Background: an optimization exercise with open tools, aiming at small area and a short achievable clock period. Do not read the settings as production practice.
Function was checked by simulation only, so behaviour that the tests miss may differ from the original.
Power figures rest on the tool's default switching activity, not on a simulated workload.

## Vr_HW2
module Vr_HW2(CLK, RST, IMEM_ADDR, IMEM_DATA, DMEM_ADDR, DMEM_RE, DMEM_WE, DMEM_WDATA, DMEM_RDATA);
  input CLK, RST;
  output [31:0] IMEM_ADDR;
  input  [31:0] IMEM_DATA;
  output [31:0] DMEM_ADDR;
  output DMEM_RE;
  output DMEM_WE;
  output [31:0] DMEM_WDATA;
  input  [31:0] DMEM_RDATA;
  wire [31:0] inst = IMEM_DATA;
  wire [5:0] op = inst[31:26];
  wire [4:0] rs = inst[25:21];
  wire [4:0] rt = inst[20:16];
  wire [4:0] rd = inst[15:11];
  wire [15:0] imm = inst[15:0];
  wire is_r   = (op == 6'b000000);
  wire is_lw  = (op == 6'b100011);
  wire is_sw  = (op == 6'b101011);
  wire is_beq = (op == 6'b000100);
  wire alu_sub = (is_r & (inst[5:0] == 6'b100010)) | is_beq;
  wire reg_write = is_r | is_lw;
  wire [4:0] wr = is_r ? rd : rt;
  reg [31:2] pc;
  assign IMEM_ADDR = {pc, 2'b00};
  reg [31:0] regs [0:31];
  wire [31:0] sel1, sel2, we_dec;
  wire [31:0] rd1, rd2;
  wire [95:0] rd1_h, rd2_h;  
  Vr_HW2_N_to_S_dec u_dec1 (.A(rs), .Y(sel1));
  Vr_HW2_N_to_S_dec u_dec2 (.A(rt), .Y(sel2));
  wire rst_n;
  Vr_HW2_inv u_rstn (.A(RST), .Y(rst_n));
  Vr_HW2_wdec u_decw (.A(wr), .EN(reg_write), .RSTN(rst_n), .Y(we_dec));  
  genvar i, k;
  generate
    for (i = 0; i < 32; i = i + 1) begin : g_rd
      wire [31:0] col;
      for (k = 0; k < 32; k = k + 1) begin : g_col
        assign col[k] = regs[k][i];
      end
      Vr_HW2_MUX_S_sel_M_bits u_rd1 (.SEL(sel1), .A(col), .H(rd1_h[3*i +: 3]));
      Vr_HW2_MUX_S_sel_M_bits u_rd2 (.SEL(sel2), .A(col), .H(rd2_h[3*i +: 3]));
      Vr_HW2_or3 u_or1 (.A(rd1_h[3*i +: 3]), .Y(rd1[i]));
      Vr_HW2_or3 u_or2 (.A(rd2_h[3*i +: 3]), .Y(rd2[i]));
    end
  endgenerate
  Vr_HW2_ripple_adder_M_bits u_addr (.A(rd1), .AH(rd1_h), .B({{16{imm[15]}}, imm}), .S(DMEM_ADDR));
  assign DMEM_RE    = is_lw;
  assign DMEM_WE    = is_sw;
  assign DMEM_WDATA = rd2;
  wire [31:0] alu, alu_x, alu_b;
  generate
    for (i = 0; i < 32; i = i + 1) begin : g_alub
      Vr_HW2_xor2 u_bx (.A(rd2[i]), .B(alu_sub), .Y(alu_b[i]));
    end
  endgenerate
  Vr_HW2_ALU u_alu (.A(rd1), .B(alu_b), .CI(alu_sub), .S(alu), .X(alu_x));
  wire eq, take;
  Vr_HW2_and32 u_eq (.A(alu_x), .Y(eq));
  ...
Size in the first run: about 3,100 cells after synthesis.
==> flow/config.mk <==
export PLATFORM = sky130hd
export DESIGN_NAME = Vr_HW2
export DESIGN_NICKNAME = Vr_HW2
export VERILOG_FILES = /design/flow/design.v
export SDC_FILE = /design/flow/constraint.sdc
export NUM_CORES = 4
export LEC_CHECK = 0
export CAP_MARGIN = 20
export CORE_MARGIN = 2
export CORE_UTILIZATION = 55
export CTS_BUF_LIST = sky130_fd_sc_hd__clkbuf_8
export CTS_CLUSTER_DIAMETER = 50
export CTS_CLUSTER_SIZE = 20
export SLEW_MARGIN = 20
export SYNTH_HIERARCHICAL = 1
==> flow/constraint.sdc <==
create_clock -name core_clock -period 25.0 [get_ports {CLK}]
set_input_delay 5.0000 -clock core_clock [delete_from_list [all_inputs] [get_ports {CLK}]]
set_output_delay 5.0000 -clock core_clock [all_outputs]
set_load 0.01 [all_outputs]
standard.sh (not shown) runs the stock make flow with config.mk's settings and CLKGATE_MAP_FILE= SYNTH_SCRIPT=/design/flow/synth_recipe.tcl, a recipe that flattens the netlist after the stock synthesis.
==> flow/flow/run.sh <==
#!/bin/bash
# The standard ORFS layout (standard.sh) with these changes:
#  - before floorplanning, flow/downsize.tcl sets combinational cells to
#    drive strength 1 (synthesis sizes each small module on its own);
#  - timing repair aims past the required slack (SETUP_SLACK_MARGIN) and may
#    change a cell's footprint;
#  - plain buffers (buf_2) on the ports.
# Each tool's log is under orfs/logs/; make's output is in flow_make.log.
set -euo pipefail
bash standard.sh MATCH_CELL_FOOTPRINT=0 SETUP_SLACK_MARGIN=12 TNS_END_PERCENT=0 \
  "PRE_FLOORPLAN_TCL=$PWD/flow/downsize.tcl" \
  "BUFFER_PORTS_ARGS=-buffer_cell sky130_fd_sc_hd__buf_2" finish > flow_make.log 2>&1
==> flow/flow/downsize.tcl <==
# Before floorplanning: set every combinational cell to its smallest drive
# strength (_1) of the same function; timing repair upsizes where needed.
set db [ord::get_db]
set n 0
foreach inst [[ord::get_db_block] getInsts] {
  set m [[$inst getMaster] getName]
  if { [regexp {^(sky130_fd_sc_hd__([a-z0-9]+))_([0-9]+)$} $m -> base fn sz] } {
    if { $sz > 1 && ![string match "*df*" $fn] && ![string match "*dl*" $fn] && ![string match "conb" $fn] } {
      set small [$db findMaster ${base}_1]
      if { $small != "NULL" } {
        $inst swapMaster $small
        incr n
      }
    }
  }
}
puts "downsize.tcl: set $n cells to drive strength 1"
The starting point passed the timing, design-rule and antenna checks.
Rerun with:
CTS_CLUSTER_DIAMETER = 100   (was 50)
CTS_CLUSTER_SIZE = 14   (was 20)
After rerunning:
- routed wire length is about the same
- register-to-register slack gets better by 0.03 ns
- maximum frequency hardly moves
- power went down by 4.5%
- count of clock-buffer cells in the layout came out lower by 17
- final area decreases by 1.6%
- worst setup slack improved by 0.030 ns
- via count decreases by 0.31%
Rerun with:
--- a/flow/flow/run.sh
+++ b/flow/flow/run.sh
@@ -7 +7 @@
-#  - plain buffers (buf_2) on the ports.
+#  - plain buffers (buf_1) on the ports.
@@ -12 +12 @@
-  "BUFFER_PORTS_ARGS=-buffer_cell sky130_fd_sc_hd__buf_2" finish > flow_make.log 2>&1
+  "BUFFER_PORTS_ARGS=-buffer_cell sky130_fd_sc_hd__buf_1" finish > flow_make.log 2>&1
CORE_UTILIZATION = 60   (was 55)
CTS_BUF_LIST = not set   (was sky130_fd_sc_hd__clkbuf_8)
CTS_CLUSTER_SIZE = 20   (was 14)
Outcome: The new run passed the timing, design-rule and antenna checks; cell count shrinks slightly; critical path depth fell by 1; worst setup slack got worse by 0.0060 ns; power came out higher by a few percent; sequential share of layout area falls by 0.16 points; core utilization grows by 6.4 points; non-clock buffer count went up by 12; hold slack degrades by 0.0071 ns; global-route usage goes up by 3.2 points; clock skew came out lower by 0.012 ns.
Rerun with:
CORE_UTILIZATION = 55   (was 60)
The new run produced a clean layout.
Total power is lower by 1.9%.
Cell area is lower by 1.7%.
Synthesized cell count does not change.
Sequential cell count is unchanged.
Wire length is lower by 1.1%.
Die area is higher by 9.0%.

==> afterwards: timing with drivers on the ports <==
How much do the figures lean on ideal ports? The routed layouts below were timed once more, with nothing changed but the port constraints. Step 1 sets driving cells, clkbuf_16 on the clock port and buf_2 on the other inputs (assumed; they add their load-dependent delay and slew). Step 2 adds t to the input delays and takes it off the output delays; t is the mean of the earliest and latest rising clock arrival at the registers after step 1. Input paths then give back, and output paths get back, about the clock's delay inside the block. Three values: no drivers, after step 1, after step 2; two values: the first two.
run	shift t [ns]	slack for setup (ns)	worst setup path at the end	clock arrival spread, ns	worst register clock-pin slew, ns
the first run	0.840	11.564 / 11.488 / 11.488	input to output	0.072 / 0.073	0.12 / 0.12
the second run	0.809	11.594 / 11.501 / 11.501	input to output	0.058 / 0.058	0.11 / 0.11
the third run	0.754	11.588 / 11.488 / 11.372	input to register	0.046 / 0.047	0.09 / 0.09
the fourth run	0.738	11.411 / 11.341 / 11.341	input to output	0.028 / 0.028	0.09 / 0.09
After both steps every run listed still meets setup and hold. For the third run, which loses most, drivers alone change the setup slack by -0.100 ns; drivers and shift together by -0.216 ns.
